What follows belongs to an exercise in optimizing a design on an open flow for small area and a short achievable clock period; a production flow would make more cautious choices.
At most, simulation tests tie the RTL to the original design; equivalence was not proved.
The RTL of run 4 was laid out without a check of its function.
Power and IR drop assume default switching activity.

[design/flow/design.v]
package general_defines;
    parameter INT_DATA_W = 32;
    parameter POSIT_DATA_W = 8;
    parameter ROB_LENGTH = 16;
    parameter IQ_LENGTH = 8;
    parameter BYPASS_LENGTH = 3;
    parameter PHYS_REG_LENGTH = 64;
    parameter ARCH_REG_LENGTH = 32;
    parameter INSTR_MEM_LENGTH = 256;
    parameter DATA_MEM_LENGTH = 256;
    parameter FETCH_BUFFER_LENGTH = 8;
    parameter PHT_LENGTH = 256; 
    parameter BTB_LENGTH = 64;
    localparam ROB_IDX_W = (ROB_LENGTH > 1) ? $clog2(ROB_LENGTH) : 1;
    localparam IQ_IDX_W = (IQ_LENGTH > 1) ? $clog2(IQ_LENGTH) : 1;
    localparam BYPASS_IDX_W = (BYPASS_LENGTH > 1) ? $clog2(BYPASS_LENGTH) : 1;
    localparam PHYS_REG_IDX_W = (PHYS_REG_LENGTH > 1) ? $clog2(PHYS_REG_LENGTH) : 1;
    localparam ARCH_REG_IDX_W = (ARCH_REG_LENGTH > 1) ? $clog2(ARCH_REG_LENGTH) : 1;
    localparam INSTR_MEM_IDX_W = (INSTR_MEM_LENGTH > 1) ? $clog2(INSTR_MEM_LENGTH) : 1;
    localparam DATA_MEM_IDX_W = (DATA_MEM_LENGTH > 1) ? $clog2(DATA_MEM_LENGTH) : 1;
    localparam FETCH_BUFFER_IDX_W = (FETCH_BUFFER_LENGTH > 1) ? $clog2(FETCH_BUFFER_LENGTH) : 1;
    localparam PHT_IDX_W = (PHT_LENGTH> 1) ? $clog2(PHT_LENGTH) : 1;
    localparam BTB_IDX_W = (BTB_LENGTH > 1) ? $clog2(BTB_LENGTH) : 1;
    typedef struct packed{
        logic valid;
        logic [INSTR_MEM_IDX_W-1:0] pc;
        logic [ARCH_REG_IDX_W-1:0] logical_rd;
        logic [PHYS_REG_IDX_W-1:0] phys_rd;
        logic [PHYS_REG_IDX_W-1:0] old_phys_rd;   
        logic [INT_DATA_W-1:0] result;
        logic done;
        logic is_store;
        logic is_load;
        logic [6:0] opcode;
        logic [2:0] funct3;
        logic [6:0] funct7;
        logic is_branch;
        logic pred_taken;
        logic [INSTR_MEM_IDX_W-1:0] pred_target;
        logic branch_taken;                      
        logic [INSTR_MEM_IDX_W-1:0] branch_target;   
    } rob_entry_t;
    typedef struct packed {
        logic [6:0] opcode;
        logic [INSTR_MEM_IDX_W-1:0] pc;
        logic [PHYS_REG_IDX_W-1:0] phys_rd;
        logic [PHYS_REG_IDX_W-1:0] phys_rs1;
        logic [PHYS_REG_IDX_W-1:0] phys_rs2;
        logic [INT_DATA_W-1:0] imm;
        logic [2:0] fu_type;  
        logic rs1_ready;
        logic rs2_ready;
        logic [INT_DATA_W-1:0] rs1_value;  
        logic [INT_DATA_W-1:0] rs2_value;
        logic valid;
        logic [2:0] funct3;
        logic [6:0] funct7;
        logic [ROB_IDX_W-1:0] rob_idx;
    } iq_entry_t;
    typedef struct packed {
        logic valid;
        logic [PHYS_REG_IDX_W-1:0] phys_rd;
        logic [INT_DATA_W-1:0] result;
    } bypass_entry_t;
endpackage
/*verilator lint_off MULTITOP*/
import general_defines::*;
function automatic logic [31:0] add32(input logic [31:0] a, input logic [31:0] b, input logic cin);
    logic [31:0] g, p, pp;
    p = a ^ b;
    g = a & b;
    g[0] = g[0] | (p[0] & cin);
    pp = p;
    for (int l = 0; l < 5; l++)
        for (int i = 0; i < 32; i++)
            if (i & (1 << l)) begin
                g[i] = g[i] | (pp[i] & g[((i >> l) << l) - 1]);
                pp[i] = pp[i] & pp[((i >> l) << l) - 1];
            end
    add32 = p ^ {g[30:0], cin};
endfunction
module adder(
    input clk,
    input rst,
    input logic [INT_DATA_W-1:0] a,
    input logic [INT_DATA_W-1:0] b,
    input logic valid_i,
    output logic [INT_DATA_W-1:0] result,
    output logic valid_o
);
always_ff @(posedge clk) begin
    if(rst) begin
        result <= 'b0;
        valid_o <= 1'b0;
    end
    else begin
        valid_o <= valid_i;
        if(valid_i) begin
            result <= add32(a, b, 1'b0);
        end
    end
end
endmodule
module subtractor(
    input clk,
    input rst,
    input logic [INT_DATA_W-1:0] a,
    input logic [INT_DATA_W-1:0] b,
    input logic valid_i,
    output logic [INT_DATA_W-1:0] result,
    output logic valid_o
);
always_ff @(posedge clk) begin
    if(rst) begin
        result <= 'b0;
        valid_o <= 1'b0;
    end
    else begin
        valid_o <= valid_i;
        if(valid_i) begin
            result <= add32(a, ~b, 1'b1);
        end
    end
end
endmodule
module multiplier(
    input clk,
    input rst,
    input logic [INT_DATA_W-1:0] a,
    input logic [INT_DATA_W-1:0] b,
    input logic valid_i,
    output logic [INT_DATA_W-1:0] result,
    output logic busy
);
localparam int K = 1;
localparam int PW = 4;
logic [1:0]  count_mul;
logic [31:0] a_store;
logic [31-K:0] hi;
logic [31:0] t;
logic [31:0] step;
logic pp1, pp2, pp3, pp4, pp5, pp6, pp7, pp8, pp9, pp10, pp11, pp12;
logic pp13, pp14, pp15, pp16, pp17, pp18, pp19, pp20, pp21, pp22, pp23, pp24;
logic pp25, pp26, pp27, pp28, pp29, pp30, pp31, pp32, pp33, pp34, pp35, pp36;
logic pp37, pp38, pp39, pp40, pp41, pp42, pp43, pp44, pp45, pp46, pp47, pp48;
logic pp49, pp50, pp51, pp52, pp53, pp54, pp55, pp56, pp57, pp58, pp59, pp60;
logic pp61, pp62, pp63, pp64, pp65, pp66, pp67, pp68, pp69, pp70, pp71, pp72;
logic pp73, pp74, pp75, pp76, pp77, pp78, pp79, pp80, pp81, pp82, pp83, pp84;
logic pp85, pp86, pp87, pp88, pp89, pp90, pp91, pp92, pp93, pp94, pp95, pp96;
logic pp97, pp98, pp99, pp100, pp101, pp102, pp103, pp104, pp105, pp106, pp107, pp108;
logic pp109, pp110, pp111, pp112, pp113, pp114, pp115, pp116, pp117, pp118, pp119, pp120;
logic pp121, pp122, pp123, pp124, pp125, pp126, pp127, pp128, pp129, pp130, pp131, pp132;
logic pp133, pp134, pp135, pp136, pp137, pp138, pp139, pp140, pp141, pp142, pp143, pp144;
logic s145, c146, s147, c148, s149, c150, s151, c152, s153, c154, s155, c156;
logic s157, c158, s159, c160, s161, c162, s163, c164, s165, c166, s167, c168;
logic s169, c170, s171, c172, s173, c174, s175, c176, s177, c178, s179, c180;
logic s181, c182, s183, c184, s185, c186, s187, s188, s189, s190, c191, s192;
logic c193, s194, c195, s196, c197, s198, c199, s200, c201, s202, c203, s204;
logic c205, s206, c207, s208, c209, s210, c211, s212, c213, s214, c215, s216;
logic c217, s218, c219, s220, c221, s222, c223, s224, c225, s226, c227, s228;
logic c229, s230, c231, s232, c233, s234, c235, s236, c237, s238, c239, s240;
logic c241, s242, c243, s244, c245, s246, c247, s248, c249, s250, c251, s252;
logic c253, s254, c255, s256, c257, s258, s259, s260, c261, s262, c263, s264;
logic c265, s266, c267, s268, c269, s270, c271, s272, c273, s274, c275, s276;
logic c277, s278, c279, s280, c281, s282, c283, s284, c285, s286, c287, s288;
logic c289, s290, c291, s292, c293, s294, c295, s296, c297, s298, c299, s300;
logic c301, s302, c303, s304, c305, s306, s307, c308, s309, c310, s311, c312;
logic s313, c314, s315, c316, s317, c318, s319, c320, s321, c322, s323, c324;
logic s325, c326, s327, c328, s329, c330, s331, c332, s333, c334, s335, c336;
logic s337, c338, s339, c340, s341, c342, s343, c344, s345, c346, s347, c348;
logic s349, c350, s351, c352, s353, c354, s355, c356, s357, c358, s359, c360;
logic s361, s362, c363, s364, c365, s366, c367, s368, c369, s370, c371, s372;
logic c373, s374, c375, s376, c377, s378, c379, s380, c381, s382, c383, s384;
logic c385, s386, c387, s388, c389, s390, c391, s392, c393, s394, c395, s396;
logic c397, s398, c399, s400, c401, s402, c403, s404, c405, s406, c407, s408;
logic c409, s410, c411, s412, c413, s414, c415, s416, c417, s418, c419, s420;
logic c421, s422, c423, s424;
assign pp1 = a_store[0] & result[0];
assign pp2 = a_store[1] & result[0];
assign pp3 = a_store[2] & result[0];
assign pp4 = a_store[3] & result[0];
assign pp5 = a_store[4] & result[0];
assign pp6 = a_store[5] & result[0];
assign pp7 = a_store[6] & result[0];
assign pp8 = a_store[7] & result[0];
assign pp9 = a_store[8] & result[0];
assign pp10 = a_store[9] & result[0];
assign pp11 = a_store[10] & result[0];
assign pp12 = a_store[11] & result[0];
assign pp13 = a_store[12] & result[0];
assign pp14 = a_store[13] & result[0];
assign pp15 = a_store[14] & result[0];
assign pp16 = a_store[15] & result[0];
assign pp17 = a_store[16] & result[0];
assign pp18 = a_store[17] & result[0];
assign pp19 = a_store[18] & result[0];
assign pp20 = a_store[19] & result[0];
assign pp21 = a_store[20] & result[0];
assign pp22 = a_store[21] & result[0];
assign pp23 = a_store[22] & result[0];
assign pp24 = a_store[23] & result[0];
assign pp25 = a_store[24] & result[0];
assign pp26 = a_store[25] & result[0];
assign pp27 = a_store[26] & result[0];
assign pp28 = a_store[27] & result[0];
assign pp29 = a_store[28] & result[0];
assign pp30 = a_store[29] & result[0];
assign pp31 = a_store[30] & result[0];
assign pp32 = a_store[31] & result[0];
assign pp33 = a_store[0] & result[4];
assign pp34 = a_store[1] & result[4];
assign pp35 = a_store[2] & result[4];
assign pp36 = a_store[3] & result[4];
assign pp37 = a_store[4] & result[4];
assign pp38 = a_store[5] & result[4];
assign pp39 = a_store[6] & result[4];
assign pp40 = a_store[7] & result[4];
assign pp41 = a_store[8] & result[4];
assign pp42 = a_store[9] & result[4];
assign pp43 = a_store[10] & result[4];
assign pp44 = a_store[11] & result[4];
assign pp45 = a_store[12] & result[4];
assign pp46 = a_store[13] & result[4];
assign pp47 = a_store[14] & result[4];
assign pp48 = a_store[15] & result[4];
assign pp49 = a_store[16] & result[4];
assign pp50 = a_store[17] & result[4];
assign pp51 = a_store[18] & result[4];
assign pp52 = a_store[19] & result[4];
assign pp53 = a_store[20] & result[4];
assign pp54 = a_store[21] & result[4];
assign pp55 = a_store[22] & result[4];
assign pp56 = a_store[23] & result[4];
assign pp57 = a_store[24] & result[4];
assign pp58 = a_store[25] & result[4];
assign pp59 = a_store[26] & result[4];
assign pp60 = a_store[27] & result[4];
assign pp61 = a_store[0] & result[8];
assign pp62 = a_store[1] & result[8];
assign pp63 = a_store[2] & result[8];
assign pp64 = a_store[3] & result[8];
assign pp65 = a_store[4] & result[8];
assign pp66 = a_store[5] & result[8];
assign pp67 = a_store[6] & result[8];
assign pp68 = a_store[7] & result[8];
assign pp69 = a_store[8] & result[8];
assign pp70 = a_store[9] & result[8];
assign pp71 = a_store[10] & result[8];
assign pp72 = a_store[11] & result[8];
assign pp73 = a_store[12] & result[8];
assign pp74 = a_store[13] & result[8];
assign pp75 = a_store[14] & result[8];
assign pp76 = a_store[15] & result[8];
assign pp77 = a_store[16] & result[8];
assign pp78 = a_store[17] & result[8];
assign pp79 = a_store[18] & result[8];
assign pp80 = a_store[19] & result[8];
assign pp81 = a_store[20] & result[8];
assign pp82 = a_store[21] & result[8];
assign pp83 = a_store[22] & result[8];
assign pp84 = a_store[23] & result[8];
assign pp85 = a_store[0] & result[12];
assign pp86 = a_store[1] & result[12];
assign pp87 = a_store[2] & result[12];
assign pp88 = a_store[3] & result[12];
assign pp89 = a_store[4] & result[12];
assign pp90 = a_store[5] & result[12];
assign pp91 = a_store[6] & result[12];
assign pp92 = a_store[7] & result[12];
assign pp93 = a_store[8] & result[12];
assign pp94 = a_store[9] & result[12];
assign pp95 = a_store[10] & result[12];
assign pp96 = a_store[11] & result[12];
assign pp97 = a_store[12] & result[12];
assign pp98 = a_store[13] & result[12];
assign pp99 = a_store[14] & result[12];
assign pp100 = a_store[15] & result[12];
assign pp101 = a_store[16] & result[12];
assign pp102 = a_store[17] & result[12];
assign pp103 = a_store[18] & result[12];
assign pp104 = a_store[19] & result[12];
assign pp105 = a_store[0] & result[16];
assign pp106 = a_store[1] & result[16];
assign pp107 = a_store[2] & result[16];
assign pp108 = a_store[3] & result[16];
assign pp109 = a_store[4] & result[16];
assign pp110 = a_store[5] & result[16];
assign pp111 = a_store[6] & result[16];
assign pp112 = a_store[7] & result[16];
assign pp113 = a_store[8] & result[16];
assign pp114 = a_store[9] & result[16];
assign pp115 = a_store[10] & result[16];
assign pp116 = a_store[11] & result[16];
assign pp117 = a_store[12] & result[16];
assign pp118 = a_store[13] & result[16];
assign pp119 = a_store[14] & result[16];
assign pp120 = a_store[15] & result[16];
assign pp121 = a_store[0] & result[20];
assign pp122 = a_store[1] & result[20];
assign pp123 = a_store[2] & result[20];
assign pp124 = a_store[3] & result[20];
assign pp125 = a_store[4] & result[20];
assign pp126 = a_store[5] & result[20];
assign pp127 = a_store[6] & result[20];
assign pp128 = a_store[7] & result[20];
assign pp129 = a_store[8] & result[20];
assign pp130 = a_store[9] & result[20];
assign pp131 = a_store[10] & result[20];
assign pp132 = a_store[11] & result[20];
assign pp133 = a_store[0] & result[24];
assign pp134 = a_store[1] & result[24];
assign pp135 = a_store[2] & result[24];
assign pp136 = a_store[3] & result[24];
assign pp137 = a_store[4] & result[24];
assign pp138 = a_store[5] & result[24];
assign pp139 = a_store[6] & result[24];
assign pp140 = a_store[7] & result[24];
assign pp141 = a_store[0] & result[28];
assign pp142 = a_store[1] & result[28];
assign pp143 = a_store[2] & result[28];
assign pp144 = a_store[3] & result[28];
assign s145 = pp21 ^ pp49;
assign c146 = pp21 & pp49;
assign s147 = pp22 ^ pp50 ^ pp74;
assign c148 = (pp22 & pp50) | (pp22 & pp74) | (pp50 & pp74);
assign s149 = pp23 ^ pp51 ^ pp75;
assign c150 = (pp23 & pp51) | (pp23 & pp75) | (pp51 & pp75);
assign s151 = pp24 ^ pp52 ^ pp76;
assign c152 = (pp24 & pp52) | (pp24 & pp76) | (pp52 & pp76);
assign s153 = pp25 ^ pp53 ^ pp77;
assign c154 = (pp25 & pp53) | (pp25 & pp77) | (pp53 & pp77);
assign s155 = pp97 ^ pp113;
assign c156 = pp97 & pp113;
assign s157 = pp26 ^ pp54 ^ pp78;
assign c158 = (pp26 & pp54) | (pp26 & pp78) | (pp54 & pp78);
assign s159 = pp98 ^ pp114 ^ pp126;
assign c160 = (pp98 & pp114) | (pp98 & pp126) | (pp114 & pp126);
assign s161 = pp27 ^ pp55 ^ pp79;
assign c162 = (pp27 & pp55) | (pp27 & pp79) | (pp55 & pp79);
assign s163 = pp99 ^ pp115 ^ pp127;
assign c164 = (pp99 & pp115) | (pp99 & pp127) | (pp115 & pp127);
assign s165 = pp28 ^ pp56 ^ pp80;
assign c166 = (pp28 & pp56) | (pp28 & pp80) | (pp56 & pp80);
assign s167 = pp100 ^ pp116 ^ pp128;
assign c168 = (pp100 & pp116) | (pp100 & pp128) | (pp116 & pp128);
assign s169 = pp29 ^ pp57 ^ pp81;
assign c170 = (pp29 & pp57) | (pp29 & pp81) | (pp57 & pp81);
assign s171 = pp101 ^ pp117 ^ pp129;
assign c172 = (pp101 & pp117) | (pp101 & pp129) | (pp117 & pp129);
assign s173 = pp137 ^ pp141;
assign c174 = pp137 & pp141;
assign s175 = pp30 ^ pp58 ^ pp82;
assign c176 = (pp30 & pp58) | (pp30 & pp82) | (pp58 & pp82);
assign s177 = pp102 ^ pp118 ^ pp130;
assign c178 = (pp102 & pp118) | (pp102 & pp130) | (pp118 & pp130);
assign s179 = pp138 ^ pp142 ^ hi[29];
assign c180 = (pp138 & pp142) | (pp138 & hi[29]) | (pp142 & hi[29]);
assign s181 = pp31 ^ pp59 ^ pp83;
assign c182 = (pp31 & pp59) | (pp31 & pp83) | (pp59 & pp83);
assign s183 = pp103 ^ pp119 ^ pp131;
assign c184 = (pp103 & pp119) | (pp103 & pp131) | (pp119 & pp131);
assign s185 = pp139 ^ pp143 ^ hi[30];
assign c186 = (pp139 & pp143) | (pp139 & hi[30]) | (pp143 & hi[30]);
assign s187 = pp32 ^ pp60 ^ pp84;
assign s188 = pp104 ^ pp120 ^ pp132;
assign s189 = pp140 ^ pp144;
assign s190 = pp13 ^ pp41;
assign c191 = pp13 & pp41;
assign s192 = pp14 ^ pp42 ^ pp66;
assign c193 = (pp14 & pp42) | (pp14 & pp66) | (pp42 & pp66);
assign s194 = pp15 ^ pp43 ^ pp67;
assign c195 = (pp15 & pp43) | (pp15 & pp67) | (pp43 & pp67);
assign s196 = pp16 ^ pp44 ^ pp68;
assign c197 = (pp16 & pp44) | (pp16 & pp68) | (pp44 & pp68);
assign s198 = pp17 ^ pp45 ^ pp69;
assign c199 = (pp17 & pp45) | (pp17 & pp69) | (pp45 & pp69);
assign s200 = pp89 ^ pp105;
assign c201 = pp89 & pp105;
assign s202 = pp18 ^ pp46 ^ pp70;
assign c203 = (pp18 & pp46) | (pp18 & pp70) | (pp46 & pp70);
assign s204 = pp90 ^ pp106 ^ hi[17];
assign c205 = (pp90 & pp106) | (pp90 & hi[17]) | (pp106 & hi[17]);
assign s206 = pp19 ^ pp47 ^ pp71;
assign c207 = (pp19 & pp47) | (pp19 & pp71) | (pp47 & pp71);
assign s208 = pp91 ^ pp107 ^ hi[18];
assign c209 = (pp91 & pp107) | (pp91 & hi[18]) | (pp107 & hi[18]);
assign s210 = pp20 ^ pp48 ^ pp72;
assign c211 = (pp20 & pp48) | (pp20 & pp72) | (pp48 & pp72);
assign s212 = pp92 ^ pp108 ^ hi[19];
assign c213 = (pp92 & pp108) | (pp92 & hi[19]) | (pp108 & hi[19]);
assign s214 = pp73 ^ pp93 ^ pp109;
assign c215 = (pp73 & pp93) | (pp73 & pp109) | (pp93 & pp109);
assign s216 = pp121 ^ hi[20] ^ s145;
assign c217 = (pp121 & hi[20]) | (pp121 & s145) | (hi[20] & s145);
assign s218 = pp94 ^ pp110 ^ pp122;
assign c219 = (pp94 & pp110) | (pp94 & pp122) | (pp110 & pp122);
assign s220 = hi[21] ^ s147 ^ c146;
assign c221 = (hi[21] & s147) | (hi[21] & c146) | (s147 & c146);
assign s222 = pp95 ^ pp111 ^ pp123;
assign c223 = (pp95 & pp111) | (pp95 & pp123) | (pp111 & pp123);
assign s224 = hi[22] ^ s149 ^ c148;
assign c225 = (hi[22] & s149) | (hi[22] & c148) | (s149 & c148);
assign s226 = pp96 ^ pp112 ^ pp124;
assign c227 = (pp96 & pp112) | (pp96 & pp124) | (pp112 & pp124);
assign s228 = hi[23] ^ s151 ^ c150;
assign c229 = (hi[23] & s151) | (hi[23] & c150) | (s151 & c150);
assign s230 = pp125 ^ pp133 ^ hi[24];
assign c231 = (pp125 & pp133) | (pp125 & hi[24]) | (pp133 & hi[24]);
assign s232 = s153 ^ s155 ^ c152;
assign c233 = (s153 & s155) | (s153 & c152) | (s155 & c152);
assign s234 = pp134 ^ hi[25] ^ s157;
assign c235 = (pp134 & hi[25]) | (pp134 & s157) | (hi[25] & s157);
assign s236 = s159 ^ c154 ^ c156;
assign c237 = (s159 & c154) | (s159 & c156) | (c154 & c156);
assign s238 = pp135 ^ hi[26] ^ s161;
assign c239 = (pp135 & hi[26]) | (pp135 & s161) | (hi[26] & s161);
assign s240 = s163 ^ c158 ^ c160;
assign c241 = (s163 & c158) | (s163 & c160) | (c158 & c160);
assign s242 = pp136 ^ hi[27] ^ s165;
assign c243 = (pp136 & hi[27]) | (pp136 & s165) | (hi[27] & s165);
assign s244 = s167 ^ c162 ^ c164;
assign c245 = (s167 & c162) | (s167 & c164) | (c162 & c164);
assign s246 = hi[28] ^ s169 ^ s171;
assign c247 = (hi[28] & s169) | (hi[28] & s171) | (s169 & s171);
assign s248 = s173 ^ c166 ^ c168;
assign c249 = (s173 & c166) | (s173 & c168) | (c166 & c168);
assign s250 = s175 ^ s177 ^ s179;
assign c251 = (s175 & s177) | (s175 & s179) | (s177 & s179);
assign s252 = c170 ^ c172 ^ c174;
assign c253 = (c170 & c172) | (c170 & c174) | (c172 & c174);
assign s254 = s181 ^ s183 ^ s185;
assign c255 = (s181 & s183) | (s181 & s185) | (s183 & s185);
assign s256 = c176 ^ c178 ^ c180;
assign c257 = (c176 & c178) | (c176 & c180) | (c178 & c180);
assign s258 = s187 ^ s188 ^ s189;
assign s259 = c182 ^ c184 ^ c186;
assign s260 = pp9 ^ pp37;
assign c261 = pp9 & pp37;
assign s262 = pp10 ^ pp38 ^ pp62;
assign c263 = (pp10 & pp38) | (pp10 & pp62) | (pp38 & pp62);
assign s264 = pp11 ^ pp39 ^ pp63;
assign c265 = (pp11 & pp39) | (pp11 & pp63) | (pp39 & pp63);
assign s266 = pp12 ^ pp40 ^ pp64;
assign c267 = (pp12 & pp40) | (pp12 & pp64) | (pp40 & pp64);
assign s268 = pp65 ^ pp85 ^ hi[12];
assign c269 = (pp65 & pp85) | (pp65 & hi[12]) | (pp85 & hi[12]);
assign s270 = pp86 ^ hi[13] ^ s192;
assign c271 = (pp86 & hi[13]) | (pp86 & s192) | (hi[13] & s192);
assign s272 = pp87 ^ hi[14] ^ s194;
assign c273 = (pp87 & hi[14]) | (pp87 & s194) | (hi[14] & s194);
assign s274 = pp88 ^ hi[15] ^ s196;
assign c275 = (pp88 & hi[15]) | (pp88 & s196) | (hi[15] & s196);
assign s276 = hi[16] ^ s198 ^ s200;
assign c277 = (hi[16] & s198) | (hi[16] & s200) | (s198 & s200);
assign s278 = s202 ^ s204 ^ c199;
assign c279 = (s202 & s204) | (s202 & c199) | (s204 & c199);
assign s280 = s206 ^ s208 ^ c203;
assign c281 = (s206 & s208) | (s206 & c203) | (s208 & c203);
assign s282 = s210 ^ s212 ^ c207;
assign c283 = (s210 & s212) | (s210 & c207) | (s212 & c207);
assign s284 = s214 ^ s216 ^ c211;
assign c285 = (s214 & s216) | (s214 & c211) | (s216 & c211);
assign s286 = s218 ^ s220 ^ c215;
assign c287 = (s218 & s220) | (s218 & c215) | (s220 & c215);
assign s288 = s222 ^ s224 ^ c219;
assign c289 = (s222 & s224) | (s222 & c219) | (s224 & c219);
assign s290 = s226 ^ s228 ^ c223;
assign c291 = (s226 & s228) | (s226 & c223) | (s228 & c223);
assign s292 = s230 ^ s232 ^ c227;
assign c293 = (s230 & s232) | (s230 & c227) | (s232 & c227);
assign s294 = s234 ^ s236 ^ c231;
assign c295 = (s234 & s236) | (s234 & c231) | (s236 & c231);
assign s296 = s238 ^ s240 ^ c235;
assign c297 = (s238 & s240) | (s238 & c235) | (s240 & c235);
assign s298 = s242 ^ s244 ^ c239;
assign c299 = (s242 & s244) | (s242 & c239) | (s244 & c239);
assign s300 = s246 ^ s248 ^ c243;
assign c301 = (s246 & s248) | (s246 & c243) | (s248 & c243);
assign s302 = s250 ^ s252 ^ c247;
assign c303 = (s250 & s252) | (s250 & c247) | (s252 & c247);
assign s304 = s254 ^ s256 ^ c251;
assign c305 = (s254 & s256) | (s254 & c251) | (s256 & c251);
assign s306 = s258 ^ s259 ^ c255;
assign s307 = pp5 ^ pp33;
assign c308 = pp5 & pp33;
assign s309 = pp6 ^ pp34 ^ hi[5];
assign c310 = (pp6 & pp34) | (pp6 & hi[5]) | (pp34 & hi[5]);
assign s311 = pp7 ^ pp35 ^ hi[6];
assign c312 = (pp7 & pp35) | (pp7 & hi[6]) | (pp35 & hi[6]);
assign s313 = pp8 ^ pp36 ^ hi[7];
assign c314 = (pp8 & pp36) | (pp8 & hi[7]) | (pp36 & hi[7]);
assign s315 = pp61 ^ hi[8] ^ s260;
assign c316 = (pp61 & hi[8]) | (pp61 & s260) | (hi[8] & s260);
assign s317 = hi[9] ^ s262 ^ c261;
assign c318 = (hi[9] & s262) | (hi[9] & c261) | (s262 & c261);
assign s319 = hi[10] ^ s264 ^ c263;
assign c320 = (hi[10] & s264) | (hi[10] & c263) | (s264 & c263);
assign s321 = hi[11] ^ s266 ^ c265;
assign c322 = (hi[11] & s266) | (hi[11] & c265) | (s266 & c265);
assign s323 = s190 ^ s268 ^ c267;
assign c324 = (s190 & s268) | (s190 & c267) | (s268 & c267);
assign s325 = c191 ^ s270 ^ c269;
assign c326 = (c191 & s270) | (c191 & c269) | (s270 & c269);
assign s327 = c193 ^ s272 ^ c271;
assign c328 = (c193 & s272) | (c193 & c271) | (s272 & c271);
assign s329 = c195 ^ s274 ^ c273;
assign c330 = (c195 & s274) | (c195 & c273) | (s274 & c273);
assign s331 = c197 ^ s276 ^ c275;
assign c332 = (c197 & s276) | (c197 & c275) | (s276 & c275);
assign s333 = c201 ^ s278 ^ c277;
assign c334 = (c201 & s278) | (c201 & c277) | (s278 & c277);
assign s335 = c205 ^ s280 ^ c279;
assign c336 = (c205 & s280) | (c205 & c279) | (s280 & c279);
assign s337 = c209 ^ s282 ^ c281;
assign c338 = (c209 & s282) | (c209 & c281) | (s282 & c281);
assign s339 = c213 ^ s284 ^ c283;
assign c340 = (c213 & s284) | (c213 & c283) | (s284 & c283);
assign s341 = c217 ^ s286 ^ c285;
assign c342 = (c217 & s286) | (c217 & c285) | (s286 & c285);
assign s343 = c221 ^ s288 ^ c287;
assign c344 = (c221 & s288) | (c221 & c287) | (s288 & c287);
assign s345 = c225 ^ s290 ^ c289;
assign c346 = (c225 & s290) | (c225 & c289) | (s290 & c289);
assign s347 = c229 ^ s292 ^ c291;
assign c348 = (c229 & s292) | (c229 & c291) | (s292 & c291);
assign s349 = c233 ^ s294 ^ c293;
assign c350 = (c233 & s294) | (c233 & c293) | (s294 & c293);
assign s351 = c237 ^ s296 ^ c295;
assign c352 = (c237 & s296) | (c237 & c295) | (s296 & c295);
assign s353 = c241 ^ s298 ^ c297;
assign c354 = (c241 & s298) | (c241 & c297) | (s298 & c297);
assign s355 = c245 ^ s300 ^ c299;
assign c356 = (c245 & s300) | (c245 & c299) | (s300 & c299);
assign s357 = c249 ^ s302 ^ c301;
assign c358 = (c249 & s302) | (c249 & c301) | (s302 & c301);
assign s359 = c253 ^ s304 ^ c303;
assign c360 = (c253 & s304) | (c253 & c303) | (s304 & c303);
assign s361 = c257 ^ s306 ^ c305;
assign s362 = pp1 ^ hi[0];
assign c363 = pp1 & hi[0];
assign s364 = pp2 ^ hi[1] ^ c363;
assign c365 = (pp2 & hi[1]) | (pp2 & c363) | (hi[1] & c363);
assign s366 = pp3 ^ hi[2] ^ c365;
assign c367 = (pp3 & hi[2]) | (pp3 & c365) | (hi[2] & c365);
assign s368 = pp4 ^ hi[3] ^ c367;
assign c369 = (pp4 & hi[3]) | (pp4 & c367) | (hi[3] & c367);
assign s370 = hi[4] ^ s307 ^ c369;
assign c371 = (hi[4] & s307) | (hi[4] & c369) | (s307 & c369);
assign s372 = s309 ^ c308 ^ c371;
assign c373 = (s309 & c308) | (s309 & c371) | (c308 & c371);
assign s374 = s311 ^ c310 ^ c373;
assign c375 = (s311 & c310) | (s311 & c373) | (c310 & c373);
assign s376 = s313 ^ c312 ^ c375;
assign c377 = (s313 & c312) | (s313 & c375) | (c312 & c375);
assign s378 = s315 ^ c314 ^ c377;
assign c379 = (s315 & c314) | (s315 & c377) | (c314 & c377);
assign s380 = s317 ^ c316 ^ c379;
assign c381 = (s317 & c316) | (s317 & c379) | (c316 & c379);
assign s382 = s319 ^ c318 ^ c381;
assign c383 = (s319 & c318) | (s319 & c381) | (c318 & c381);
assign s384 = s321 ^ c320 ^ c383;
assign c385 = (s321 & c320) | (s321 & c383) | (c320 & c383);
assign s386 = s323 ^ c322 ^ c385;
assign c387 = (s323 & c322) | (s323 & c385) | (c322 & c385);
assign s388 = s325 ^ c324 ^ c387;
assign c389 = (s325 & c324) | (s325 & c387) | (c324 & c387);
assign s390 = s327 ^ c326 ^ c389;
assign c391 = (s327 & c326) | (s327 & c389) | (c326 & c389);
assign s392 = s329 ^ c328 ^ c391;
assign c393 = (s329 & c328) | (s329 & c391) | (c328 & c391);
assign s394 = s331 ^ c330 ^ c393;
assign c395 = (s331 & c330) | (s331 & c393) | (c330 & c393);
assign s396 = s333 ^ c332 ^ c395;
assign c397 = (s333 & c332) | (s333 & c395) | (c332 & c395);
assign s398 = s335 ^ c334 ^ c397;
assign c399 = (s335 & c334) | (s335 & c397) | (c334 & c397);
assign s400 = s337 ^ c336 ^ c399;
assign c401 = (s337 & c336) | (s337 & c399) | (c336 & c399);
assign s402 = s339 ^ c338 ^ c401;
assign c403 = (s339 & c338) | (s339 & c401) | (c338 & c401);
assign s404 = s341 ^ c340 ^ c403;
assign c405 = (s341 & c340) | (s341 & c403) | (c340 & c403);
assign s406 = s343 ^ c342 ^ c405;
assign c407 = (s343 & c342) | (s343 & c405) | (c342 & c405);
assign s408 = s345 ^ c344 ^ c407;
assign c409 = (s345 & c344) | (s345 & c407) | (c344 & c407);
assign s410 = s347 ^ c346 ^ c409;
assign c411 = (s347 & c346) | (s347 & c409) | (c346 & c409);
assign s412 = s349 ^ c348 ^ c411;
assign c413 = (s349 & c348) | (s349 & c411) | (c348 & c411);
assign s414 = s351 ^ c350 ^ c413;
assign c415 = (s351 & c350) | (s351 & c413) | (c350 & c413);
assign s416 = s353 ^ c352 ^ c415;
assign c417 = (s353 & c352) | (s353 & c415) | (c352 & c415);
assign s418 = s355 ^ c354 ^ c417;
assign c419 = (s355 & c354) | (s355 & c417) | (c354 & c417);
assign s420 = s357 ^ c356 ^ c419;
assign c421 = (s357 & c356) | (s357 & c419) | (c356 & c419);
assign s422 = s359 ^ c358 ^ c421;
assign c423 = (s359 & c358) | (s359 & c421) | (c358 & c421);
assign s424 = s361 ^ c360 ^ c423;
assign t = {s424, s422, s420, s418, s416, s414, s412, s410, s408, s406, s404, s402, s400, s398, s396, s394, s392, s390, s388, s386, s384, s382, s380, s378, s376, s374, s372, s370, s368, s366, s364, s362};
always_comb begin
    step[PW-1:0] = {t[K-1:0], result[PW-1:K]};
    for (int i = PW; i < 32; i++)
        step[i] = (count_mul == 2'b11 || i % PW >= PW - K) ? t[K + i - PW] : result[i + K];
end
always_ff @(posedge clk) begin
    if (!busy) a_store <= a;
    hi <= busy ? t[31:K] : '0;
    count_mul <= busy ? count_mul + 2'd1 : 2'd0;
end
always_ff @(posedge clk) begin
    if(rst) begin
        result <= 'b0;
        busy <= 'b0;
    end
    else if (!busy) begin
        if (valid_i) begin
            result <= b;
            busy <= 1'b1;
        end
    end
    else begin
        result <= step;
        if (count_mul == 2'b11) busy <= 1'b0;
    end
end
endmodule
module divider(
    input clk,
    input rst,
    input logic [INT_DATA_W-1:0] a,
    input logic [INT_DATA_W-1:0] b,
    input logic valid_i,
    output logic [INT_DATA_W-1:0] result,
    output logic busy
);
logic [2:0]  count_div;
logic [31:0] nd;         
logic [31:0] rem;
logic        dnz;
logic [31:0] r [0:4];
logic [31:0] q [0:4];
assign dnz = ~&nd;
function automatic logic [32:0] div_step(input logic [32:0] s, input logic [31:0] nd);
    logic [31:0] g, p, pp, diff;
    logic ge;
    p = s[31:0] ^ nd;
    g = s[31:0] & nd;
    g[0] = s[0] | nd[0];       
    pp = p;
    for (int l = 0; l < 5; l++)
        for (int i = 0; i < 32; i++)
            if (i & (1 << l)) begin
                g[i] = g[i] | (pp[i] & g[((i >> l) << l) - 1]);
                pp[i] = pp[i] & pp[((i >> l) << l) - 1];
            end
    diff = p ^ {g[30:0], 1'b1};
    ge = s[32] | g[31];
    div_step = {ge, diff};
endfunction
always_comb begin
    r[0] = rem;
    q[0] = result;
    for (int j = 0; j < 4; j++) begin
        logic [32:0] st;
        logic ge;
        st = div_step({r[j], q[j][31]}, nd);
        ge = st[32] & dnz;
        r[j+1] = ge ? st[31:0] : {r[j][30:0], q[j][31]};
        q[j+1] = {q[j][30:0], ge};
    end
end
always_ff @(posedge clk) begin
    if (!busy) nd <= ~b;
    rem <= busy ? r[4] : 32'b0;
    count_div <= busy ? count_div + 3'd1 : 3'd0;
end
always_ff @(posedge clk) begin
    if(rst) begin
        result <= 'b0;
        busy <= 'b0;
    end
    else if (!busy) begin
        if (valid_i) begin
            result <= a;
            busy <= 1'b1;
        end
    end
    else begin
        result <= q[4];
        if (count_div == 3'b111) busy <= 1'b0;
    end
end
endmodule
/*verilator lint_on MULTITOP*/
import general_defines::*;
module int_fu (
    input  logic                  clk,
    input  logic                  rst,
    input  logic [INT_DATA_W-1:0] add_a,
    input  logic [INT_DATA_W-1:0] add_b,
    input  logic                  add_valid_i,
    output logic [INT_DATA_W-1:0] add_result,
    output logic                  add_valid_o,
    input  logic [INT_DATA_W-1:0] sub_a,
    input  logic [INT_DATA_W-1:0] sub_b,
    input  logic                  sub_valid_i,
    output logic [INT_DATA_W-1:0] sub_result,
    output logic                  sub_valid_o,
    input  logic [INT_DATA_W-1:0] mul_a,
    input  logic [INT_DATA_W-1:0] mul_b,
    input  logic                  mul_valid_i,
    output logic [INT_DATA_W-1:0] mul_result,
    output logic                  mul_busy,
    input  logic [INT_DATA_W-1:0] div_a,
    input  logic [INT_DATA_W-1:0] div_b,
    input  logic                  div_valid_i,
    output logic [INT_DATA_W-1:0] div_result,
    output logic                  div_busy
);
    adder int_adder (
        .clk(clk), .rst(rst), .a(add_a), .b(add_b), .valid_i(add_valid_i),
        .result(add_result), .valid_o(add_valid_o)
    );
    subtractor int_subtractor (
        .clk(clk), .rst(rst), .a(sub_a), .b(sub_b), .valid_i(sub_valid_i),
        .result(sub_result), .valid_o(sub_valid_o)
    );
    multiplier int_multiplier (
        .clk(clk), .rst(rst), .a(mul_a), .b(mul_b), .valid_i(mul_valid_i),
        .result(mul_result), .busy(mul_busy)
    );
    divider int_divider (
        .clk(clk), .rst(rst), .a(div_a), .b(div_b), .valid_i(div_valid_i),
        .result(div_result), .busy(div_busy)
    );
endmodule
[design/flow/flow/run.sh]
#!/bin/bash
# The standard layout, with the smallest buffer cell on the ports in place of
# the one buffer_ports picks by default, a clock tree of smaller buffers
# without dummy loads, and timing repair asked to reach a setup slack of
# SETUP_SLACK_MARGIN ns.
set -euo pipefail
export BUFFER_PORTS_ARGS="-buffer_cell sky130_fd_sc_hd__buf_1"
export CTS_ARGS="-sink_clustering_enable -repair_clock_nets -dont_use_dummy_load -buf_list sky130_fd_sc_hd__clkbuf_8 -sink_clustering_size 12 -sink_clustering_max_diameter 60"
bash standard.sh SETUP_SLACK_MARGIN=66.6 > standard.log 2>&1
[design/flow/standard.sh]
#!/bin/bash
# synth_recipe.tcl (not shown) runs the flow's synth.tcl, then flattens the netlist and writes it again
# the make line also repeats each setting of config.mk as NAME=value (left out here)
make -C /OpenROAD-flow-scripts/flow DESIGN_CONFIG=/design/flow/config.mk WORK_HOME=/design/flow/orfs CLKGATE_MAP_FILE= SYNTH_SCRIPT=/design/flow/synth_recipe.tcl "${@:-finish}"
[design/flow/config.mk]
export PLATFORM = sky130hd
export DESIGN_NAME = int_fu
export DESIGN_NICKNAME = int_fu
export VERILOG_FILES = /design/flow/design.v
export SDC_FILE = /design/flow/constraint.sdc
export NUM_CORES = 4
export LEC_CHECK = 0
export CAP_MARGIN = 20
export CORE_MARGIN = 2
export CORE_UTILIZATION = 70
export SLEW_MARGIN = 20
export SYNTH_HIERARCHICAL = 1
[design/flow/constraint.sdc]
create_clock -name core_clock -period 85.0 [get_ports {clk}]
set_input_delay 17.0000 -clock core_clock [delete_from_list [all_inputs] [get_ports {clk}]]
set_output_delay 17.0000 -clock core_clock [all_outputs]
set_load 0.01 [all_outputs]
==> results.txt, run 1 <==
Status: timing/DRC/antenna clean
Lkg Pwr: 11.4 nW
Vias: 20100
Synth Register Bits: 264
CP cell instances: buf_8, ha_4, fa_2, nand2b_4, a21oi_4, o211ai_4, o311ai_4, a41oi_4, nor2b_4, a311oi_2, or3b_1, a21oi_1
Tcrit/Tclk final: 22.1%
Die height: 185 µm
CTS tree: done
Most frequent cells in the layout: buf_1 (382), inv_1 (263), nor2_1 (195), dfxtp_1 (195), ha_1 (181)
Synth Instances: 2477
Mapped Nets: 3092
Drt wl/cell: 19.9 µm
Top post-synthesis cells by area: dfxtp_1 (17%), fa_1 (14%), ha_1 (11%)
Synth cell types: 105
Type of origin of the critical path: input pin
Required time of the critical path: 85.53 ns
Total GRT Usage: 37.6%
Hold Slack: 0.417 ns
Netlist Area Pre-Place: 22900 µm²
Synth top area share: 17.5%
First-pass GRT wire length: 101000 µm
Synth warn: 13
Total gr overflow: 0
Critical Path Fanout Max: 4
Core box area: 32400 µm²
Starting Density: 70.9%
Avg Inst Size Synth: 9.26 µm²
Final Critical Period: 18.83 ns
Ys async rst share: 0%
Number of port buffers: 393
Slew at the pin with the worst max-slew slack: 1.17 ns
Max-slew violations: 0
Post-DP HPWL: 48900 µm
Die area: 34200 µm²
HP Class: reg2reg
Cts-stage hold buffer count: 0
Detailed-router iteration count before antenna repair: 6
Detailed Route Iter0 Violations: 1585
Cts bufs inserted: 35
Synthesis-to-finish area growth: 13.8%
WP data arrival: 19.35 ns
Utilization after layout: 80.6%
Largest net degree at the start of global routing: 84
Root Driver: clkbuf_8
Power density over the cells: 38.2 nW/µm²
Initial antenna violation count: 4
Routed vias/inst: 6.07
Final ANT Viol Nets: 0
Slowest cell on crit path: or3b_1
Max_cap viols: 0
WL final: 66000 µm
Fmax: 0.0531 GHz
DRC: 0
Final setup viols: 0
WS Path Type: in2reg
Chip Width: 185 µm
Clock Path Buffers: 3
Top_reg_cell synth: dfxtp_1
Commonest non-fill, non-tap cell in the layout: buf_1
Vias in the first global route: 19900
RSZ-0062 raised after global routing: true
Worst-path clk slew: 0.08 ns
Max-slew headroom: 21.7%
Post-synth top area cell: dfxtp_1
Sequential share of the synthesized area: 25.8%
Clock sinks: 264
Worst Setup End Kind: flip-flop
Max VDD drop: 0.0476 mV
H-tree Lvls: 2
Final nets: 3484
Setup TNS Final: 0 ns
Io pins: 394
GP Congestion: 0.971
Num rows: 66
Final hold violation count: 0
Post-synth EDFFs: 64
Slowest cell delay on critical path: 0.37 ns
Worst skew pair latency: 0.60 ns
Final setup skew: 0.0641 ns
Share of layout cells above drive strength 1: 9.56%
logic make-up after synthesis:
kind of cell    synth area share (%)
simple gates                    14.9
mux                             6.11
xor+xnor                        5.13
compound gates                  17.6
fa+ha+maj                       24.4
buf+inv                         6.03
flops                           25.8
Yosys stat by module, one instance, submodules excluded, excerpt:
module      cells  copies in the design
adder         284                     1
divider      1190                     1
multiplier    706                     1
subtractor    297                     1
cells in the mapped netlist (all sizes together), types with 24 or more instances:
master / n
a211oi: 72
a21o: 45
a21oi: 158
and2: 136
buf: 37
clkbuf: 49
dfxtp: 200
edfxtp: 64
fa: 158
ha: 195
inv: 265
mux2: 41
mux2i: 94
nand2: 152
nand3: 25
nor2: 200
nor2b: 37
nor3: 32
o21a: 28
o21ai: 87
o2bb2ai: 24
xnor2: 80
xor2: 51
layout make-up:
class	instances	area, µm²
clock buffer	35	482
tap	442	553
sequential	264	5930
inverter	266	1010
fill	2167	6280
multi-input combinational	1861	16200
timing repair buffer	441	1950
antenna	4	10.0
metrics by stage:
step | std cells | cell area, µm² | setup slack, ns | power (mW)
after floorplan | 2477 | 23100 | 65.77 | 0.735
after global placement | 3242 | 24800 | 65.40 | 0.859
after detailed placement | 3242 | 24800 | 65.31 | 0.891
after CTS | 3300 | 25800 | 66.23 | 0.983
after global routing | 3313 | 26100 | 66.09 | 1.08
final | 3313 | 26100 | 66.17 | 0.997
worst max-delay path: cells and delay by family:
kind	cells	cell delay [ns]
AOI/OAI and AO/OA	6	1.03
and+or+nand+nor	3	0.71
buffers and inverters	1	0.11
adders and majority gates	2	0.51
state kept, by name (all words and copies together) (netlist names):
register	count
int_multiplier.count_mul	2
int_adder.valid_o	1
int_subtractor.result	32
int_divider.count_div	3
int_multiplier.hi	31
int_multiplier.a_store	32
int_multiplier.result	32
int_multiplier.busy	1
int_divider.nd	32
int_divider.busy	1
int_divider.result	32
int_subtractor.valid_o	1
int_divider.rem	32
int_adder.result	32
report_power, final:
group          switching [mW]  internal (mW)  total [mW]
logic                   0.432          0.317       0.749
registers              0.0151          0.149       0.164
clock network          0.0475         0.0366      0.0841
routing by layer:
metal  global-route usage (%)  wire length, µm
met5                        0                0
met4                     16.6             3160
met3                     7.45             5200
met2                     62.9            31400
met1                     47.2            26200
worst paths after layout:
| path | start | end | slack, ns | cells past startpoint |
|---|---|---|---|---|
| setup / recovery | sub_b[0] | int_subtractor.result[27]$_SDFFE_PP0P_ | 66.17 | 12 |
| hold / removal | int_multiplier.count_mul[0]$_SDFF_PN0_ | int_multiplier.count_mul[0]$_SDFF_PN0_ | 0.42 | 1 |
| setup reg to reg | int_divider.result[31]$_SDFFE_PP0P_ | int_divider.rem[28]$_SDFF_PN0_ | 71.40 | 44 |
| hold reg to reg | int_multiplier.count_mul[0]$_SDFF_PN0_ | int_multiplier.count_mul[0]$_SDFF_PN0_ | 0.42 | 1 |
timing repair:
action / CTS / global route
cloned: 0 / 0
buffers inserted: 23 / 9
pin swaps: 37 / 37
endpoints found under the setup margin: 49 / 46
resized for setup: 58 / 51
==> inputs of run 2 (changes only) <==
==> design/flow/flow/run.sh (replaced) <==
#!/bin/bash
# The standard layout, with the smallest buffer cell on the ports in place of
# the one buffer_ports picks by default, a clock tree of smaller buffers
# without dummy loads, and timing repair asked to reach a setup slack of
# SETUP_SLACK_MARGIN ns.
set -euo pipefail
export BUFFER_PORTS_ARGS="-buffer_cell sky130_fd_sc_hd__buf_1"
export CTS_ARGS="-sink_clustering_enable -repair_clock_nets -dont_use_dummy_load -buf_list sky130_fd_sc_hd__clkbuf_16 -sink_clustering_size 30 -sink_clustering_max_diameter 100"
bash standard.sh SETUP_SLACK_MARGIN=66 > standard.log 2>&1
==> results.txt, run 2 <==
Main combinational cell family by area after synthesis: adder cells
DRC: 0 (unchanged)
Detailed Route Iter0 Violations: 1383 (-13%)
Final setup viols: 0 (unchanged)
WS Path Type: in2reg
Post-synth EDFFs: 64 (unchanged)
Worst skew pair latency: 0.52 ns (-0.08 ns)
Largest net degree at the start of global routing: 84 (unchanged)
Synth Register Bits: 264 (unchanged)
Fmax: 0.0526 GHz (-0.94%)
Max VDD drop: 0.0333 mV (-30%)
Io pins: 394 (unchanged)
Power density over the cells: 38.7 nW/µm² (+1.3%)
Post-synthesis mux area share: 6.11% (unchanged)
Worst Setup End Kind: flip-flop
Mapped Nets: 3092 (unchanged)
Final setup skew: 0.0629 ns (-0.00115 ns)
Post-Place Worst Slack: 65.28 ns (-0.0307 ns)
Synthesis-to-finish area growth: 10.4%
Internal power: 491 µW (-2.2%)
Switching Fraction: 49.9% (+0.23 points)
Total gr overflow: 0 (unchanged)
CP cell instances: buf_8, ha_4, fa_2, a211oi_4, o211ai_2, a211oi_4, buf_4, nand4b_1, a211oi_2, or4_1, nand3_1
Synth Instances: 2477 (unchanged)
Sequential share of the synthesized area: 25.8% (unchanged)
Synth Area in Compound Gates: 17.6% (unchanged)
Synth top area share: 17.5% (unchanged)
Starting Density: 70.9% (unchanged)
Slowest cell delay on critical path: 0.41 ns (+0.04 ns)
WL final: 63200 µm (-4.2%)
Clock sinks: 264 (unchanged)
Post-synth top cells: inv_1 (265), dfxtp_1 (200), nor2_1 (199), ha_1 (195), fa_1 (158)
Top post-synthesis cells by area: dfxtp_1 (17%), fa_1 (14%), ha_1 (11%)
Slew at the pin with the worst max-slew slack: 1.12 ns (-0.0506 ns)
GP Congestion: 0.981 (+0.99%)
Lkg Pwr: 11.1 nW (-2.6%)
Worst R2R Start: int_multiplier.a_store[0]$_DFFE_PN_
Post-Layout Cell Count: 3268 (-1.4%)
Ys async rst share: 0% (unchanged)
Most frequent cells in the layout: buf_1 (386), inv_1 (263), nor2_1 (199)
Max_cap viols: 0 (unchanged)
Seq pwr share: 16.8% (+0.4 points)
Type of origin of the critical path: input pin
Critical Path Fanout Max: 4 (unchanged)
RSZ-0062 raised after global routing: true
Avg Inst Size Synth: 9.26 µm² (unchanged)
Routed vias/inst: 6.06 (-0.21%)
Drt wl/cell: 19.3 µm (-2.9%)
Initial antenna violation count: 4 (unchanged)
Most frequent CP cell: a211oi_4
Clock power share: 7.3% (-1.1 points)
Synth cell types: 105 (unchanged)
Netlist Area Pre-Place: 22900 µm² (unchanged)
Slowest cell on crit path: or4_1
Logic gate share of total power: 75.9% (+0.8 points)
Setup TNS Final: 0 ns (unchanged)
Max-slew violations: 0 (unchanged)
Buffer and inverter count on the worst path: 2 (+1)
Total GRT Usage: 36.5% (-1.1 points)
Share of layout cells above drive strength 1: 5.78% (-3.8 points)
Die area: 34200 µm² (unchanged)
Overall power: 980 µW (-1.7%)
Post-synthesis adder-cell area fraction: 24.4% (unchanged)
Num rows: 66 (unchanged)
HP Class: reg2reg
Post-Synth XOR/XNOR Area: 5.13% (unchanged)
Final hold violation count: 0 (unchanged)
Fin worst setup slack: 65.99 ns (-0.178 ns)
Cts bufs inserted: 14 (-60%)
Post-synthesis simple-gate area fraction: 14.9% (unchanged)
Vias: 19800 (-1.6%)
Tcrit/Tclk final: 22.4% (+0.21 points)
First-pass GRT wire length: 99200 µm (-1.8%)
Root Driver: clkbuf_16
Final ANT Viol Nets: 0 (unchanged)
Required time of the critical path: 85.47 ns (-0.06 ns)
Number of port buffers: 393 (unchanged)
Count leader, synth: inv_1
Final nets: 3439 (-1.3%)
Worst-path clk slew: 0.11 ns (+0.03 ns)
Detailed-router iteration count before antenna repair: 5 (-1)
Commonest non-fill, non-tap cell in the layout: buf_1
Cts-stage hold buffer count: 0 (unchanged)
Max-slew headroom: 25.4% (+3.7 points)
Die height: 185 µm (unchanged)
Core box area: 32400 µm² (unchanged)
Clock Path Buffers: 3 (unchanged)
Top_reg_cell synth: dfxtp_1
Status: timing/DRC/antenna clean
Placed insts: 3241 (-0.031%)
Startpoint of the worst hold path: int_multiplier.count_mul[0]$_SDFF_PN0_
Top delay family on crit path: compound AO/OA/AOI/OAI gates
CTS tree: done
Synth warn: 13 (unchanged)
Vias in the first global route: 19600 (-1.6%)
Post-synth top area cell: dfxtp_1
WP data arrival: 19.47 ns (+0.12 ns)
Switching Power: 489 µW (-1.3%)
CP startpoint: add_b[0]
Post-DP HPWL: 49100 µm (+0.31%)
Final Critical Period: 19.01 ns (+0.178 ns)
H-tree Lvls: 1 (-1)
Chip Width: 185 µm (unchanged)
Hold Slack: 0.426 ns (+0.00824 ns)
run 2: cell types whose count changed in the layout (fill, tap and decap cells not counted), moves of 7 or more:
cell / before / now
o21ai_0: 69 / 76
ha_1: 181 / 192
o21ai_2: 7 / 0
clkbuf_16: 0 / 14
ha_4: 11 / 2
clkbuf_8: 36 / 1
buf_4: 31 / 23
a21oi_2: 9 / 2
buf_6: 19 / 2
a21oi_1: 147 / 155
run 2: worst paths after layout:
| kind | depth (start not counted) | slack [ns] | to |
|---|---|---|---|
| min reg2reg | 1 | 0.43 | int_multiplier.count_mul[0]$_SDFF_PN0_ |
| max | 11 | 65.99 | int_adder.result[29]$_SDFFE_PP0P_ |
| min | 1 | 0.43 | int_multiplier.count_mul[0]$_SDFF_PN0_ |
| max reg2reg | 39 | 71.22 | int_multiplier.hi[30]$_SDFF_PN0_ |
run 2: timing repair:
action	in CTS	in global routing
setup buffers	3	6
gates resized for setup	5	20
pin swaps	2	14
endpoints found under the setup margin	9	14
run 2: metrics by stage:
step | area, µm² | utilization, %
after floorplan | 23000 | -
after global placement | 24800 | 76.6
after detailed placement | 24800 | 76.6
after CTS | 25200 | 77.8
after global routing | 25300 | 78.2
final | 25300 | 78.2
run 2: cells by family after synthesis:
group                    Yosys count
buffers and inverters            352
XOR/XNOR                         132
AO/OA/AOI/OAI                    560
flip-flops                       264
adder cells (fa/ha/maj)          353
multiplexers                     135
AND/OR/NAND/NOR                  681
run 2: final cells by class:
cell class | count | area (µm²)
Fill cell | 2370 | 7050
Clock buffer | 14 | 350
Tap cell | 442 | 553
Timing Repair Buffer | 417 | 1690
Inverter | 266 | 1010
Multi-Input combinational cell | 1861 | 15800
Antenna cell | 4 | 10.0
Sequential cell | 264 | 5930
run 2: Yosys stat by module (local to each module, per instance), excerpt:
module,flops+latches,cells
adder,33,284
divider,100,1190
subtractor,33,297
multiplier,98,706
run 2: per-layer routing:
layer	up-vias	wire length, µm	global-route usage [%]	share of wire [%]
met2	829	29700	60.5	47
met4	0	2990	15.0	4.7
met1	9523	26100	47.4	41
met3	200	4460	6.27	7.1
li1	9246	-	-	-
met5	-	0	0	0
run 2: worst register-to-register path, delay by kind of cell (launching register included):
kind | cells | cell delay (ns)
flops | 1 | 0.61
buf+inv | 2 | 0.14
xor+xnor | 4 | 0.73
simple gates | 2 | 0.43
fa+ha+maj | 31 | 11.78
run 2: power by group through the flow:
stage	combinational, mW	clock (mW)	sequential (mW)
after floorplan	0.571	0	0.163
after global placement	0.692	0	0.166
after detailed placement	0.723	0	0.166
after CTS	0.731	0.0729	0.164
after global routing	0.817	0.0763	0.166
final	0.744	0.0718	0.164
==> inputs of run 3 (changes only) <==
==> design/flow/flow/run.sh (replaced) <==
#!/bin/bash
# The standard layout, with the smallest buffer cell on the ports in place of
# the one buffer_ports picks by default, a clock tree of smaller buffers
# without dummy loads, and timing repair asked to reach a setup slack of
# SETUP_SLACK_MARGIN ns.
set -euo pipefail
export BUFFER_PORTS_ARGS="-buffer_cell sky130_fd_sc_hd__buf_1"
export CTS_ARGS="-sink_clustering_enable -repair_clock_nets -dont_use_dummy_load -buf_list sky130_fd_sc_hd__clkbuf_8 -sink_clustering_size 14 -sink_clustering_max_diameter 70"
bash standard.sh SETUP_SLACK_MARGIN=65.7 > standard.log 2>&1
--- a/design/flow/config.mk
+++ b/design/flow/config.mk
@@ -7,6 +7,6 @@
 export LEC_CHECK = 0
 export CAP_MARGIN = 20
 export CORE_MARGIN = 2
-export CORE_UTILIZATION = 70
+export CORE_UTILIZATION = 60
 export SLEW_MARGIN = 20
 export SYNTH_HIERARCHICAL = 1
==> results.txt, run 3 <==
Status: timing/DRC/antenna clean
H-tree Lvls: 1 (unchanged)
Total GRT Usage: 31.5% (-4.9 points)
Drt wl/cell: 19.0 µm (-1.9%)
CP Capture Point: int_subtractor.result[27]$_SDFFE_PP0P_
CTS tree: done
Slew at the pin with the worst max-slew slack: 1.09 ns (-0.0300 ns)
Hold Slack: 0.423 ns (-0.00285 ns)
Slowest cell on crit path: o311ai_4
Final nets: 3446 (+0.20%)
Area of the multi-input gates: 15700 µm² (-0.72%)
Post-synth EDFFs: 64 (unchanged)
Clock sinks: 264 (unchanged)
Final setup skew: 0.0702 ns (+0.00721 ns)
Max-slew headroom: 27.4% (+2.0 points)
Cts bufs inserted: 30 (+16)
Top_reg_cell synth: dfxtp_1
CP cell instances: buf_1, inv_1, ha_2, fa_2, nand2b_4, a21oi_4, o211ai_2, o311ai_4, a41oi_4, nor2b_2, a311oi_1, or3b_1, a21oi_1
Post-CTS Repair Setup Buffers: 0 (-3)
Post-synth top cells: inv_1 (265), dfxtp_1 (200), nor2_1 (199), ha_1 (195), fa_1 (158)
Final ANT Viol Nets: 0 (unchanged)
Worst-case reg-to-reg path depth: 42 (+7.7%)
Utilization after layout: 67.0% (-11 points)
Post-Place Worst Slack: 65.34 ns (+0.0607 ns)
Routed vias/inst: 5.78 (-4.6%)
Worst-path clk slew: 0.10 ns (about the same)
Vias: 19300 (-2.4%)
Slowest cell delay on critical path: 0.39 ns (-0.02 ns)
WL final: 63400 µm (+0.37%)
Avg Inst Size Synth: 9.26 µm² (unchanged)
Mapped Nets: 3092 (unchanged)
First-pass GRT wire length: 98600 µm (-0.65%)
Number of port buffers: 393 (unchanged)
Die area: 39800 µm² (+16%)
Largest net degree at the start of global routing: 84 (unchanged)
Core box area: 37700 µm² (+16%)
Required time of the critical path: 85.59 ns (+0.12 ns)
Worst Setup End Kind: flip-flop
Max VDD drop: 0.0287 mV (-14%)
Synth top area share: 17.5% (unchanged)
Top post-synthesis cells by area: dfxtp_1 (17%), fa_1 (14%), ha_1 (11%)
Post-CTS Resized: 0 (-5)
Worst R2R Start: int_divider.nd[16]$_DFFE_PN_
Main combinational cell family by area after synthesis: adder cells
Fmax: 0.0527 GHz (about the same)
Root Driver: clkbuf_8
Count leader, synth: inv_1
Clock Path Buffers: 3 (unchanged)
Max-slew violations: 0 (unchanged)
Worst R2R End: int_divider.result[0]$_SDFFE_PP0P_
Detailed Route Iter0 Violations: 997 (-28%)
Power density over the cells: 38.7 nW/µm² (about the same)
Post-synth top area cell: dfxtp_1
Post-synthesis mux area share: 6.11% (unchanged)
Post-synthesis adder-cell area fraction: 24.4% (unchanged)
Sequential share of the synthesized area: 25.8% (unchanged)
RSZ-0062 raised after global routing: false
Top delay family on crit path: compound AO/OA/AOI/OAI gates
Ys async rst share: 0% (unchanged)
Synth Area in Compound Gates: 17.6% (unchanged)
Chip Width: 200 µm (+7.8%)
Starting Density: 60.9% (-10 points)
Detailed-router iteration count before antenna repair: 6 (+1)
Post-Synth XOR/XNOR Area: 5.13% (unchanged)
Netlist Area Pre-Place: 22900 µm² (unchanged)
Synth Register Bits: 264 (unchanged)
Synth warn: 13 (unchanged)
Post-synthesis simple-gate area fraction: 14.9% (unchanged)
Max_cap viols: 0 (unchanged)
Overall power: 977 µW (-0.32%)
DRC: 0 (unchanged)
Buffer and inverter count on the worst path: 2 (unchanged)
Final setup viols: 0 (unchanged)
Io pins: 394 (unchanged)
Setup TNS Final: 0 ns (unchanged)
CP startpoint: sub_a[0]
Synth Instances: 2477 (unchanged)
Critical path depth: 13 (+2)
Post-DP HPWL: 49300 µm (+0.49%)
WP data arrival: 19.58 ns (+0.11 ns)
Num rows: 71 (+7.6%)
Reg area: 5930 µm² (unchanged)
Type of origin of the critical path: input pin
HP Class: reg2reg
Lkg Pwr: 11.0 nW (-0.37%)
Vias in the first global route: 18800 (-3.8%)
Worst skew pair latency: 0.65 ns (+0.13 ns)
WS Path Type: in2reg
Most frequent cells in the layout: buf_1 (389), inv_1 (263), nor2_1 (199)
Synthesis-to-finish area growth: 10.1%
Final hold violation count: 0 (unchanged)
Die height: 200 µm (+7.8%)
Fin worst setup slack: 66.01 ns (+0.0141 ns)
R2r setup slk: 71.07 ns (-0.15 ns)
Total gr overflow: 0 (unchanged)
Cts-stage hold buffer count: 0 (unchanged)
Tcrit/Tclk final: 22.3% (about the same)
# fillers: 3232 (+36%)
Initial antenna violation count: 5 (+1)
Share of layout cells above drive strength 1: 5.37% (-0.40 points)
GP Congestion: 0.960 (-2.2%)
Critical Path Fanout Max: 4 (unchanged)
Synth cell types: 105 (unchanged)
Commonest non-fill, non-tap cell in the layout: buf_1
Final Critical Period: 18.99 ns (-0.0141 ns)
[run 3: cell counts after synthesis]
No cell type changed its count.
[run 3: logic make-up (layout without fill, tap and decap cells)]
logic type               Yosys count  count (layout)
AND/OR/NAND/NOR                  681             681
AO/OA/AOI/OAI                    560             560
adder cells (fa/ha/maj)          353             353
buffers and inverters            352             704
flip-flops                       264             264
multiplexers                     135             135
XOR/XNOR                         132             132
other                              0               4
[run 3: report_power, final]
group | internal (mW) | switching, mW | total, mW
Combinational | 0.311 | 0.424 | 0.735
Sequential | 0.149 | 0.0157 | 0.164
Clock | 0.0311 | 0.0462 | 0.0773
Total | 0.490 | 0.486 | 0.977
[run 3: layout make-up]
| type | count | area share (%) |
|---|---|---|
| Multi-Input combinational cell | 1861 | 62.0 |
| Sequential cell | 264 | 23.5 |
| Timing Repair Buffer | 408 | 6.32 |
| Inverter | 266 | 3.95 |
| Tap cell | 511 | 2.53 |
| Clock buffer | 30 | 1.64 |
| Antenna cell | 4 | 0.0396 |
[run 3: worst min path at each step]
stage / to / from / slack, ns / cells past startpoint
final: int_multiplier.count_mul[0]$_SDFF_PN0_ / int_multiplier.count_mul[0]$_SDFF_PN0_ / 0.42 / 1
after global routing: int_multiplier.count_mul[0]$_SDFF_PN0_ / int_multiplier.count_mul[0]$_SDFF_PN0_ / 0.44 / 1
after CTS: int_multiplier.count_mul[0]$_SDFF_PN0_ / int_multiplier.count_mul[0]$_SDFF_PN0_ / 0.42 / 1
after detailed placement: int_multiplier.count_mul[0]$_SDFF_PN0_ / int_multiplier.count_mul[0]$_SDFF_PN0_ / 0.41 / 1
after global placement: int_multiplier.count_mul[0]$_SDFF_PN0_ / int_multiplier.count_mul[0]$_SDFF_PN0_ / 0.40 / 1
after floorplan: int_divider.count_div[0]$_SDFF_PN0_ / int_divider.count_div[0]$_SDFF_PN0_ / 0.39 / 1
[run 3: routing by layer]
metal	global-route usage (%)	wire, µm
met1	42.2	27600
met3	6.21	4640
met5	0	27
met4	11.3	2360
met2	50.9	28800
[run 3: worst reg2reg max path, delay by kind of cell, from the launching register on]
| family | cells | cell delay [ns] |
|---|---|---|
| AO/OA/AOI/OAI | 22 | 6.59 |
| multiplexers | 2 | 0.86 |
| AND/OR/NAND/NOR | 10 | 2.71 |
| adder cells (fa/ha/maj) | 3 | 1.09 |
| flip-flops | 1 | 0.68 |
| buffers and inverters | 5 | 1.84 |
[run 3: metrics by stage]
step | instances | instance area (µm²)
after global routing | 3343 | 25200
after CTS | 3340 | 25200
after global placement | 3310 | 24800
after floorplan | 2477 | 23000
after detailed placement | 3310 | 24800
final | 3344 | 25200
[run 3: per-module statistics from Yosys (local to each module, per instance), excerpt]
module      times used  flops+latches
adder                1             33
divider              1            100
multiplier           1             98
subtractor           1             33
==> inputs of run 4 (changes only) <==
--- a/design/flow/design.v
+++ b/design/flow/design.v
@@ -66,17 +66,23 @@
 /*verilator lint_off MULTITOP*/
 import general_defines::*;
 function automatic logic [31:0] add32(input logic [31:0] a, input logic [31:0] b, input logic cin);
-    logic [31:0] g, p, pp;
+    logic [31:0] g, p, pp, g2, pp2;
     p = a ^ b;
     g = a & b;
     g[0] = g[0] | (p[0] & cin);
     pp = p;
-    for (int l = 0; l < 5; l++)
-        for (int i = 0; i < 32; i++)
+    for (int i = 1; i < 32; i += 2) begin
+        g[i] = g[i] | (pp[i] & g[i - 1]);
+        pp[i] = pp[i] & pp[i - 1];
+    end
+    for (int l = 1; l < 5; l++)
+        for (int i = 1; i < 32; i += 2)
             if (i & (1 << l)) begin
                 g[i] = g[i] | (pp[i] & g[((i >> l) << l) - 1]);
                 pp[i] = pp[i] & pp[((i >> l) << l) - 1];
             end
+    for (int i = 2; i < 32; i += 2)
+        g[i] = g[i] | (pp[i] & g[i - 1]);
     add32 = p ^ {g[30:0], cin};
 endfunction
 module adder(
==> results.txt, run 4 <==
Status: timing/DRC/antenna clean
Met2 wire length: 29200 µm (+1.5%)
CP startpoint: sub_a[0]
Die height: 198 µm (-0.68%)
Starting Density: 60.5% (-0.42 points)
Worst-case reg-to-reg path depth: 39 (-7.1%)
Core box area: 37400 µm² (-0.71%)
Synth top area share: 17.7% (+0.25 points)
Number of port buffers: 393 (unchanged)
Final nets: 3372 (-2.1%)
Post-synth top cells: inv_1 (261), nor2_1 (204), dfxtp_1 (200), ha_1 (193), fa_1 (180)
Clock Path Buffers: 3 (unchanged)
Share of layout cells above drive strength 1: 6.11% (+0.73 points)
Synth Instances: 2397 (-3.2%)
Detailed-router iteration count before antenna repair: 5 (-1)
First-pass GRT wire length: 99400 µm (+0.88%)
Routed wl met3: 4660 µm (+0.37%)
Post-CTS Resized: 0 (unchanged)
Post-DP HPWL: 49400 µm (about the same)
Hold Path Cell Cnt: 1 (unchanged)
Post-synth top area cell: dfxtp_1
Routed vias/inst: 5.70 (-1.3%)
Netlist Area Pre-Place: 22600 µm² (-1.4%)
WS Path Type: in2reg
Synth warn: 13 (unchanged)
Top layer in use: met4
Final ANT Viol Nets: 0 (unchanged)
Final setup viols: 0 (unchanged)
Die area: 39300 µm² (-1.4%)
Overall power: 1.05 mW (+7.5%)
GP Congestion: 0.968 (+0.85%)
Io pins: 394 (unchanged)
Synth cell types: 87 (-17%)
CTS tree: done
CP Capture Point: int_subtractor.result[31]$_SDFFE_PP0P_
Hold Slack: 0.420 ns (-0.00234 ns)
Vias: 18500 (-4.1%)
Root Driver: clkbuf_8
Slew at the pin with the worst max-slew slack: 1.10 ns (+0.0146 ns)
Fin worst setup slack: 65.84 ns (-0.168 ns)
Most frequent cells in the layout: buf_1 (388), inv_1 (259), nor2_1 (203)
Avg Inst Size Synth: 9.44 µm² (+1.9%)
Sequential share of the synthesized area: 26.2% (+0.36 points)
Critical Path Fanout Max: 4 (unchanged)
DRC: 0 (unchanged)
Final setup skew: 0.0636 ns (-0.00651 ns)
Cts bufs inserted: 27 (-10%)
Type of origin of the critical path: input pin
Worst-path clk slew: 0.09 ns (about the same)
run 4: cell types whose count changed after synthesis, sizes merged, moves of 18 or more:
cell | before | now
o2bb2ai | 24 | 1
nand2 | 152 | 110
mux2 | 41 | 66
fa | 158 | 180
a21oi | 158 | 178
a211oi | 72 | 90
o21ai | 87 | 66
run 4: cell type report:
type / count / area, µm²
Multi-Input combinational cell: 1774 / 15300
Fill cell: 3187 / 12500
Sequential cell: 264 / 5930
Timing Repair Buffer: 408 / 1600
Inverter: 262 / 985
Tap cell: 511 / 639
Clock buffer: 27 / 372
Antenna cell: 5 / 12.5
run 4: worst min-delay path by stage:
| stage | from | to |
|---|---|---|
| floorplan | int_divider.count_div[0]$_SDFF_PN0_ | int_divider.count_div[0]$_SDFF_PN0_ |
| global placement | int_multiplier.count_mul[0]$_SDFF_PN0_ | int_multiplier.count_mul[0]$_SDFF_PN0_ |
| detailed placement | int_multiplier.count_mul[0]$_SDFF_PN0_ | int_multiplier.count_mul[0]$_SDFF_PN0_ |
| CTS | int_multiplier.count_mul[0]$_SDFF_PN0_ | int_multiplier.count_mul[0]$_SDFF_PN0_ |
| global route | int_multiplier.count_mul[0]$_SDFF_PN0_ | int_multiplier.count_mul[0]$_SDFF_PN0_ |
| finish | int_multiplier.count_mul[0]$_SDFF_PN0_ | int_multiplier.count_mul[0]$_SDFF_PN0_ |
run 4: kinds of logic after synthesis:
family	after synthesis	share of synthesized area (%)
flops	264	26.2
mux	163	7.81
xor+xnor	122	4.82
simple gates	615	13.5
fa+ha+maj	373	26.6
buf+inv	359	6.18
compound gates	501	14.9
run 4: power by group:
| part | total (mW) | switching [mW] | internal (mW) |
|---|---|---|---|
| Combinational | 0.813 | 0.453 | 0.360 |
| Sequential | 0.165 | 0.0164 | 0.149 |
| Clock | 0.0724 | 0.0443 | 0.0281 |
| Total | 1.05 | 0.513 | 0.537 |
run 4: metrics by stage:
stage / util, % / cell area, µm² / instances
2_1_floorplan: - / 22700 / 2397
3_3_place_gp: 65.5 / 24500 / 3219
3_5_place_dp: 65.5 / 24500 / 3219
4_1_cts: 66.5 / 24900 / 3246
5_1_grt: 66.5 / 24900 / 3247
6_report: 66.5 / 24900 / 3251
run 4: worst max-delay path: stages:
cell,delay (ns)
buf_1,0.07
inv_1,0.04
ha_1,0.20
fa_2,0.34
nand2b_4,0.16
a21oi_4,0.18
o211ai_1,0.13
a21oi_2,0.30
o211ai_2,0.15
o211a_1,0.24
fa_2,0.33
xnor2_1,0.14
xnor2_1,0.13
mux2i_1,0.14
nor2_1,0.06
run 4: metal layers:
layer / track usage [%] / vias up
met4: 8.94 / 0
met3: 6.29 / 111
met5: 0 / -
met2: 52.5 / 609
met1: 44.2 / 8928
li1: - / 8890
run 4: per-module statistics from Yosys (local to each module, per instance), excerpt:
module      cell area (µm²)  flops+latches  cells
adder                  2360             33    242
divider               10200            100   1167
multiplier             7590             98    709
subtractor             2520             33    279
